Background: an optimization exercise with open tools, aiming at small area. Do not read the settings as production practice. In this exercise RTL edits were held to simulation tests only and were not proved equivalent to the original. No driver is modelled on the clock port, so clock power and skew are understated where the tree is cut down; a real chip needs a root buffer or a tree. No activity file was given, so power comes from the tool's default toggle rates.

==> flow/design.v <==
module top(
    input clk100Mhz, rst,
    input [2:0] btnRaw,
    output [15:13] led,
    output   [3:0] an,
    output   [6:0] seg,
    output         dp
    );
    localparam [1:0] IDLE=0, WAIT=1, CNT=2, STOP=3;
    reg [3:0] ph;
    wire phf = ph[3] ? (~ph[1] & ~ph[0]) : (ph[0] | (~ph[2] & ~ph[1]));
    always @(posedge clk100Mhz, posedge rst) begin
        if (rst) ph <= 0;
        else ph <= {ph[2:0], phf};
    end
    wire tick = ph[3] & ~ph[2] & ~ph[0];    
    wire ph1  = ~ph[3] & ~ph[1] & ph[0];    
    wire ph2  = ~ph[2] & ph[1] & ph[0];     
    wire ph9  = ~ph[3] & ph[2] & ~ph[1];    
    reg [1:0] sel;
    reg [2:0] q;
    wire qf = ~q[1] | (~q[2] & q[0]);
    always @(posedge clk100Mhz, posedge rst) begin
        if (rst) begin
            sel <= 0;
            q <= 0;
        end
        else if (tick) begin
            sel <= sel + 1'b1;
            q <= {q[1:0], qf};
        end
    end
    wire pulse = ph1 & q[2] & ~q[1] & ~sel[0];
    reg [3:0] dcnt;
    reg [2:0] btnDb;
    wire diff = (btnRaw != btnDb);
    wire dEnd = dcnt[3] & dcnt[0];    
    wire upd = tick & diff & dEnd;
    always @(posedge clk100Mhz, posedge rst) begin
        if (rst) begin
            dcnt <= 0;
            btnDb <= 0;
        end
        else if (tick) begin
            if (!diff || dEnd) dcnt <= 0;
            else dcnt <= dcnt + 1'b1;
            if (upd) btnDb <= btnRaw;
        end
    end
    wire [2:0] rise = upd ? (btnRaw & ~btnDb) : 3'b000;
    reg [1:0] nxt, cState;
    reg       E;
    reg [3:0] step;
    reg [4:0] k;
    wire kEnd = k[4] & k[3];    
    wire toNext = (cState == STOP) && (nxt == STOP) && pulse && E && step[1] && step[0] && k[4] && k[2] && k[1] && k[0];
    reg [1:0] nxtN;
    always @(*) begin
        nxtN = nxt;
        case (nxt)
            IDLE: if (rise[0]) nxtN = WAIT;
            WAIT: if (rise[1]) nxtN = CNT;
            CNT:  if (rise[1]) nxtN = STOP;
                  else if (rise[2]) nxtN = WAIT;
            STOP: if (rise[1]) nxtN = CNT;
                  else if (rise[2]) nxtN = WAIT;
                  else if (toNext) nxtN = IDLE;
        endcase
    end
    always @(posedge clk100Mhz, posedge rst) begin
        if (rst) begin
            nxt <= IDLE;
            cState <= IDLE;
        end
        else begin
            nxt <= nxtN;
            cState <= nxt;
        end
    end
    wire idle = (cState == IDLE);
    wire stop = (cState == STOP);
    wire timeout = stop && E && step[1] && step[0] && kEnd;
    wire kInc = idle ? (E ? ph2 : ph9) : pulse;
    always @(posedge clk100Mhz, posedge rst) begin
        if (rst) begin
            E <= 0; step <= 0; k <= 0;
        end
        else if (!(idle || stop)) begin
            E <= 0; step <= 0; k <= 0;
        end
        else if (timeout) begin
            step <= 0; k <= 0;
        end
        else if (kInc) begin
            if (kEnd) begin
                k <= 0;
                step <= step + 1'b1;
                if (stop && step == 4'd15) E <= 1'b1;
            end
            else k <= k + 1'b1;
        end
    end
    assign led = {cState == WAIT, cState == CNT, stop};
    reg [3:0] u, d0, d1;
    reg [2:0] d2;
    reg [1:0] d3;
    wire wrap = d3[1] & d2[2] & d1[1] & d1[0] & d0[3] & u[1] & u[0];
    always @(posedge clk100Mhz, posedge rst) begin
        if (rst) begin
            u <= 0; d0 <= 0; d1 <= 0; d2 <= 0; d3 <= 0;
        end
        else if (pulse) begin
            if (cState == WAIT || (cState == CNT && wrap)) begin
                u <= 0; d0 <= 0; d1 <= 0; d2 <= 0; d3 <= 0;
            end
            else if (cState == CNT) begin
                if (u[3] & u[0]) begin
                    u <= 0;
                    if (d0[3] & d0[0]) begin
                        d0 <= 0;
                        if (d1[3] & d1[0]) begin
                            d1 <= 0;
                            if (d2[2] & d2[0]) begin
                                d2 <= 0;
                                d3 <= d3 + 1'b1;
                            end
                            else d2 <= d2 + 1'b1;
                        end
                        else d1 <= d1 + 1'b1;
                    end
                    else d0 <= d0 + 1'b1;
                end
                else u <= u + 1'b1;
            end
        end
    end
    reg [3:0] digit;
    always @(*) begin
        case (sel)
            2'd0: digit = d0;
            2'd1: digit = d1;
            2'd2: digit = {1'b0, d2};
            default: digit = {2'b00, d3};
        endcase
    end
    reg [6:0] segSW;
    always @(*) begin
        casez (digit)
            4'b1??0: segSW = 7'b000_0000;
            4'b1??1: segSW = 7'b001_0000;
            4'd0: segSW = 7'b100_0000;
            4'd1: segSW = 7'b111_1001;
            4'd2: segSW = 7'b010_0100;
            4'd3: segSW = 7'b011_0000;
            4'd4: segSW = 7'b001_1001;
            4'd5: segSW = 7'b001_0010;
            4'd6: segSW = 7'b000_0010;
            4'd7: segSW = 7'b111_1000;
            default: segSW = 7'b111_1000;
        endcase
    end
    reg [3:0] anIdle;
    reg [6:0] segIdle;
    always @(*) begin
        case (step)
            4'd0:  begin anIdle = 4'b1110; segIdle = 7'b111_1110; end
            4'd1:  begin anIdle = 4'b1100; segIdle = 7'b111_1110; end
            4'd2:  begin anIdle = 4'b1001; segIdle = 7'b111_1110; end
            4'd3:  begin anIdle = 4'b0011; segIdle = 7'b111_1110; end
            4'd4:  begin anIdle = 4'b0111; segIdle = 7'b101_1110; end
            4'd5:  begin anIdle = 4'b0111; segIdle = 7'b100_1111; end
            4'd6:  begin anIdle = 4'b0111; segIdle = 7'b110_0111; end
            4'd7:  begin anIdle = 4'b0011; segIdle = 7'b111_0111; end
            4'd8:  begin anIdle = 4'b1001; segIdle = 7'b111_0111; end
            4'd9:  begin anIdle = 4'b1100; segIdle = 7'b111_0111; end
            4'd10: begin anIdle = 4'b1110; segIdle = 7'b111_0011; end
            4'd11: begin anIdle = 4'b1110; segIdle = 7'b111_1001; end
            4'd12: begin anIdle = 4'b1110; segIdle = 7'b111_1101; end
            default: begin anIdle = 4'b1111; segIdle = 7'b111_1111; end
        endcase
    end
    wire [3:0] anSW = ~(4'b0001 << sel);
    assign an  = idle ? anIdle : anSW;
    assign seg = idle ? segIdle : segSW;
    assign dp  = idle || !sel[0];
endmodule
export LEC_CHECK = 0
export CAP_MARGIN = 20
export CORE_MARGIN = 2
export CORE_UTILIZATION = 70
export PLACE_DENSITY = 0.85
export SLEW_MARGIN = 20
create_clock -name core_clock -period 120.0 [get_ports {clk100Mhz}]
standard.sh (not shown) runs the stock make flow with config.mk's settings and CLKGATE_MAP_FILE= SYNTH_SCRIPT=/design/flow/synth_recipe.tcl, a recipe that flattens the netlist after the stock synthesis.
==> flow/flow/run.sh <==
#!/bin/bash
# Standard synthesis; then the combinational logic is re-mapped for area with ABC
# (several random seeds, the smallest result kept; flip-flops untouched); then the
# standard layout with a minimum-size buffer on each port and a one-buffer clock tree.
set -euo pipefail
W=$(pwd)
R=$W/orfs/results/$FLOW_PLATFORM/top/base
LIB=$FLOW_HOME/platforms/$FLOW_PLATFORM/lib/sky130_fd_sc_hd__tt_025C_1v80.lib
bash standard.sh synth > $W/synth.log 2>&1
cp $R/1_2_yosys.v $W/std_netlist.v
mkdir -p $W/reopt
for S in 0 1 2 3 4 5 6 7; do
  sed "s/@S@/$S/; s/@T@/20/" $W/flow/area.abc.in > $W/reopt/area_$S.abc
done
ls $W/reopt/area_*.abc | sed 's/.*area_\([0-9]*\).abc/\1/' | \
  xargs -P ${NUM_CORES:-4} -I{} env LIBF=$LIB INV=$W/std_netlist.v OUTV=$W/reopt/net_{}.v \
  ABCS=$W/reopt/area_{}.abc sh -c 'yosys -c '$W'/flow/reopt.tcl > '$W'/reopt/log_{}.txt 2>&1 || true'
BEST=$(for f in $W/reopt/net_*.v.stat; do
  a=$(grep "Chip area" $f | head -1 | awk '{print $NF}'); echo "$a ${f%.stat}"; done | sort -g | head -1 | awk '{print $2}')
echo "best re-mapping: $BEST" > $W/reopt.log
cat $W/reopt/net_*.v.stat | grep "Chip area" >> $W/reopt.log
cp $BEST $R/1_2_yosys.v
rm -f $R/1_synth.odb $R/1_synth.sdc
export BUFFER_PORTS_ARGS="-buffer_cell sky130_fd_sc_hd__buf_1"
export CTS_ARGS="-repair_clock_nets -dont_use_dummy_load -buf_list sky130_fd_sc_hd__clkbuf_8 -root_buf sky130_fd_sc_hd__clkbuf_8 -sink_clustering_enable -sink_clustering_size 50 -sink_clustering_max_diameter 1000"
export POST_CTS_TCL=$W/flow/flat_clock.tcl
export FLAT_CLOCK_BUF=sky130_fd_sc_hd__clkbuf_2
bash standard.sh > $W/layout.log 2>&1
Other scripts of this flow, unchanged in this note and not shown: flow/flow/area.abc.in, flow/flow/flat_clock.tcl, flow/flow/reopt.tcl
Edit:
--- a/flow/flow/run.sh
+++ b/flow/flow/run.sh
@@ -12 +12 @@
-for S in 0 1 2 3 4 5 6 7; do
+for S in 0 1 2 3 4 5 6 7 8 9 10 11 12 13 14 15; do
Total power does not change. Register-to-register slack barely changes. Cell count is unchanged. Sequential share of layout area stays the same. Die area does not change. Global-route usage does not change. Sequential power hardly moves. Clock skew stays the same. Worst setup slack does not change. Area after synthesis is unchanged. Routed wire length is unchanged.

## separate check: timing with driven ports
No port has a modelled driver above. Below, the same layouts with a new extraction and two added sets of constraints.
Step 1 sets driving cells, clkbuf_16 on the clock port and buf_2 on the other inputs (assumed; they add their load-dependent delay and slew).
Step 2 adds t to the input delays and takes it off the output delays; t is the mean of the earliest and latest rising clock arrival at the registers after step 1. Input paths then give back, and output paths get back, about the clock's delay inside the block.
Slacks: ideal ports / drivers / drivers and shift; pairs: ideal ports / drivers.
run	t, ns	setup WS [ns]	worst slew at a driven data input, ns
the first run	0.375	93.269 / 93.248 / 93.623	0.03
the second run	0.375	93.269 / 93.248 / 93.623	0.03
After both steps every run listed still meets setup and hold.
